This design comes from an exercise in tuning for small area, a short achievable clock period and few clock cycles on the open sky130 flow, not from production work.
The RTL was checked by simulation tests, not by an equivalence proof against the original design.
Power figures rest on the tool's default switching activity, not on a simulated workload.

Design MS, start of the top module:
module MS(
	rst_n,
	clk,
	in_valid,
	maze,
	player_x,
	player_y,
	prize_x_1,
	prize_y_1,
	prize_x_2,
	prize_y_2,
	prize_x_3,
	prize_y_3,
	out_valid,
	out_x,
	out_y
);
clock: 12.0 ns
lec_check: 0
abc_area: 1
cap_margin: 20
core_margin: 2
core_utilization: 40
slew_margin: 20
synth_memory_max_bits: 8192
standard.sh (not shown) runs the stock make flow with config.mk's settings and CLKGATE_MAP_FILE= SYNTH_SCRIPT=/design/flow/synth_recipe.tcl, a recipe that flattens the netlist after the stock synthesis.
==> flow/flow/run.sh <==
#!/bin/bash
# The standard layout (synthesis unchanged), with timing repair aiming
# for a larger setup margin than the default flow settings allow. The full
# output of the make run (yosys, openroad, klayout) goes to standard.log;
# each ORFS step also keeps its own log under orfs/logs.
set -euo pipefail
bash standard.sh SETUP_SLACK_MARGIN=8.5 finish > standard.log 2>&1
Testbench counts at the start, summed over its fixed seeds: cycles 6,323.
Rerun with:
- ABC_AREA: 1 -> unset
- CORE_UTILIZATION: 40 -> 60
Result: Power drops by 6.7%. Fmax climbs by 4.8%. First-iteration DRC count climbs by 22%. Combinational power drops by 19%. Hold slack loses 18 ps. Clock-buffer cell count climbs by 2. Final area drops by 2.8%. Utilization climbs by 22 points. Flip-flop and latch count does not change. Clock skew climbs by 22 ps. Worst setup slack gains 170 ps.
Rerun with:
- CORE_UTILIZATION: 60 -> 40
After rerunning:
- wire length climbs by 5.6%
- synthesized cell count is unchanged
- count of clock-buffer cells in the layout climbs by 15
- design area is higher by 1.1%
- via count came out lower by 0.74%
- die area goes up by 49%
- hold slack is better by 6.4 ps
- cell count climbs by 8.2%
- non-clock buffer count climbs by 8

---

## run 1
MS, a different RTL version from the one above (not shown whole).
Size in the first run: about 3000 cells after synthesis, roughly 59 I/O pins.
clock: 12.0 ns
lec_check: 0
cap_margin: 20
core_margin: 2
core_utilization: 40
slew_margin: 20
synth_memory_max_bits: 8192
==> flow/flow/run.sh <==
#!/bin/bash
cp standard.sh synth_recipe.tcl config.mk constraint.sdc flow_copy_ 2>/dev/null
mkdir -p ref && cp standard.sh synth_recipe.tcl config.mk ref/
bash standard.sh > standard.log 2>&1
Testbench counts of run 1, summed over its fixed seeds: cycles 7,456.
Edits applied to the flow inputs when going from run 1 to run 2:
==> flow/run.sh (new file) <==
#!/bin/bash
# synth_recipe.tcl (not shown) runs the flow's synth.tcl, then flattens the netlist and writes it again
# the make line also repeats each setting of config.mk as NAME=value (left out here)
make -C /OpenROAD-flow-scripts/flow DESIGN_CONFIG=/design/flow/config.mk WORK_HOME=/design/flow/orfs CLKGATE_MAP_FILE= SYNTH_SCRIPT=/design/flow/synth_recipe.tcl finish
diff --git a/flow/config.mk b/flow/config.mk
--- a/flow/config.mk
+++ b/flow/config.mk
@@ -7,2 +7,3 @@
 export LEC_CHECK = 0
+export ABC_CLOCK_PERIOD_IN_PS = 3000
 export CAP_MARGIN = 20
removed: flow/flow/run.sh
removed: flow/standard.sh
Findings:
Comparing run 1 against run 2, there is no change at all in post-layout instance area.
As far as post-route fraction of the period consumed by the critical path goes, run 2 and run 1 are indistinguishable; the numbers are identical.
Number of ordinary and repair buffers in the finished layout came out exactly the same in run 1 and run 2.
As far as largest driver fanout on the critical path goes, run 2 and run 1 are indistinguishable; the numbers are identical.
Diff run 2..run 1 | total number of placement rows | unchanged
Count of final max-slew check failures: run 1 vs run 2 identical
Remaining antenna violation count came out exactly the same in run 1 and run 2.
> inputs changed (run 2 -> run 3)
diff --git a/flow/config.mk b/flow/config.mk
--- a/flow/config.mk
+++ b/flow/config.mk
@@ -7,3 +7,3 @@
 export LEC_CHECK = 0
-export ABC_CLOCK_PERIOD_IN_PS = 3000
+export ABC_AREA = 1
 export CAP_MARGIN = 20
### Flow results
Looking at ratio of routed vias to standard cells, run 3 sits about 10% below run 2.
The more densely filled core belongs to run 2, not run 3.
Run 2 → run 3: sequential share of layout area grew by 0.26 points, arrival time of the worst setup path went down, clock period minus worst slack now larger.
Non-clock buffer count (higher): run 2
Top cell class by occupied area: flip-flops and latches -> run 3, multi-input gates -> run 2
Run 2 reports its termination of the worst setup path as R[5]$_SDFFCE_PN1P_ while run 3 reports hw[28]$_DFFE_PP_.
Between run 3 and run 2, it is run 3 whose setup slack of the critical path after layout is lower, by 0.090 ns.
Input changes introduced in run 4 (baseline for comparison: run 3):
==> flow/flow/run.sh (new file) <==
#!/bin/bash
bash standard.sh SETUP_SLACK_MARGIN=8 finish > standard.log 2>&1
==> flow/standard.sh (new file) <==
#!/bin/bash
# synth_recipe.tcl (not shown) runs the flow's synth.tcl, then flattens the netlist and writes it again
# the make line also repeats each setting of config.mk as NAME=value (left out here)
make -C /OpenROAD-flow-scripts/flow DESIGN_CONFIG=/design/flow/config.mk WORK_HOME=/design/flow/orfs CLKGATE_MAP_FILE= SYNTH_SCRIPT=/design/flow/synth_recipe.tcl "${@:-finish}"
diff --git a/flow/config.mk b/flow/config.mk
--- a/flow/config.mk
+++ b/flow/config.mk
@@ -7,3 +7,2 @@
 export LEC_CHECK = 0
-export ABC_AREA = 1
 export CAP_MARGIN = 20
removed: flow/run.sh
Notes after the runs:
Re average wire per cell in the routed design: run 3 and run 4 aren't equal, and the lower value belongs to run 3. Layout-stage area growth over the synthesis result: higher on run 3. Of run 4 and run 3, it is run 4 that has the lower count of cells along the worst register-to-register path. Diff run 3..run 4 | I/O pin count | unchanged. Run 3 → run 4: post-DP HPWL saw an increase, worst setup slack after layout saw an increase.

---

Another version of the RTL of MS (not shown whole).
Size in the first run: about 500 flip-flops, ~59 I/O pins, roughly 30000 µm² of cells after synthesis.
Settings: LEC_CHECK=0, CAP_MARGIN=20, CORE_MARGIN=2, CORE_UTILIZATION=40, SLEW_MARGIN=20, SYNTH_MEMORY_MAX_BITS=8192; clock period 12.0 ns.
==> flow/flow/run.sh <==
#!/bin/bash
# The standard layout (synthesis unchanged), with timing repair aiming
# for a larger setup margin than the default flow settings allow. The full
# output of the make run (yosys, openroad, klayout) goes to standard.log;
# each ORFS step also keeps its own log under orfs/logs.
set -euo pipefail
bash standard.sh SETUP_SLACK_MARGIN=9 finish > standard.log 2>&1
The baseline completed without violations.
Testbench counts at the start, summed over its fixed seeds: cycles 6,323.
==> next run, changes <==
--- a/flow/flow/run.sh
+++ b/flow/flow/run.sh
@@ -7 +7 @@
-bash standard.sh SETUP_SLACK_MARGIN=9 finish > standard.log 2>&1
+bash standard.sh SETUP_SLACK_MARGIN=8.5 finish > standard.log 2>&1
Combinational power falls by a little under a tenth; critical path depth rises by 15; clock skew rises by 0.017 ns; power falls by a few percent; die area does not change; cell area falls by a few percent; final cell count falls slightly; setup slack degrades by 0.14 ns; routed wire length falls by a few percent; register-to-register slack degrades by 0.15 ns.

## port drivers added, routing unchanged
Ports are ideal in the flow. The routed layouts listed here were re-timed in OpenROAD.
Step 1: set_driving_cell puts a clkbuf_16 on clk and a buf_2 on each other input, an assumption about the parent block.
Step 2 times the ports against the registers' clock, not the clock port: input delays grow and output delays shrink by t, the midpoint of the rising clock arrivals with the driver on.
a / b / c = ideal / step 1 / step 2; a / b = the first two.
run | t (ns) | setup slack, ns | hold slack, ns | worst data-port slew with drivers (ns)
the first run of note 1 | 0.693 | 8.332 / 8.332 / 8.328 | 0.510 / 0.510 / 0.510 | 0.05
the second run of note 1 | 0.690 | 8.499 / 8.430 / 8.070 | 0.493 / 0.493 / 0.493 | 0.05
the third run of note 1 | 0.696 | 8.486 / 8.422 / 8.063 | 0.499 / 0.499 / 0.499 | 0.11
run 1 | 0.688 | 7.738 / 7.738 / 7.201 | 0.446 / 0.446 / 0.446 | 0.06
run 2 | 0.688 | 7.738 / 7.738 / 7.201 | 0.446 / 0.446 / 0.446 | 0.06
run 3 | 0.681 | 7.647 / 7.686 / 7.005 | 0.447 / 0.447 / 0.447 | 0.04
run 4 | 0.675 | 8.046 / 7.977 / 7.449 | 0.445 / 0.445 / 0.445 | 0.04
the first run of note 3 | 0.688 | 8.490 / 8.422 / 8.221 | 0.510 / 0.510 / 0.510 | 0.09
the second run of note 3 | 0.700 | 8.354 / 8.354 / 8.076 | 0.498 / 0.498 / 0.498 | 0.08
After both steps setup and hold are still met in every run listed. The setup slack of run 3, which loses most, moves by +0.039 ns with the drivers and by -0.642 ns with both steps.
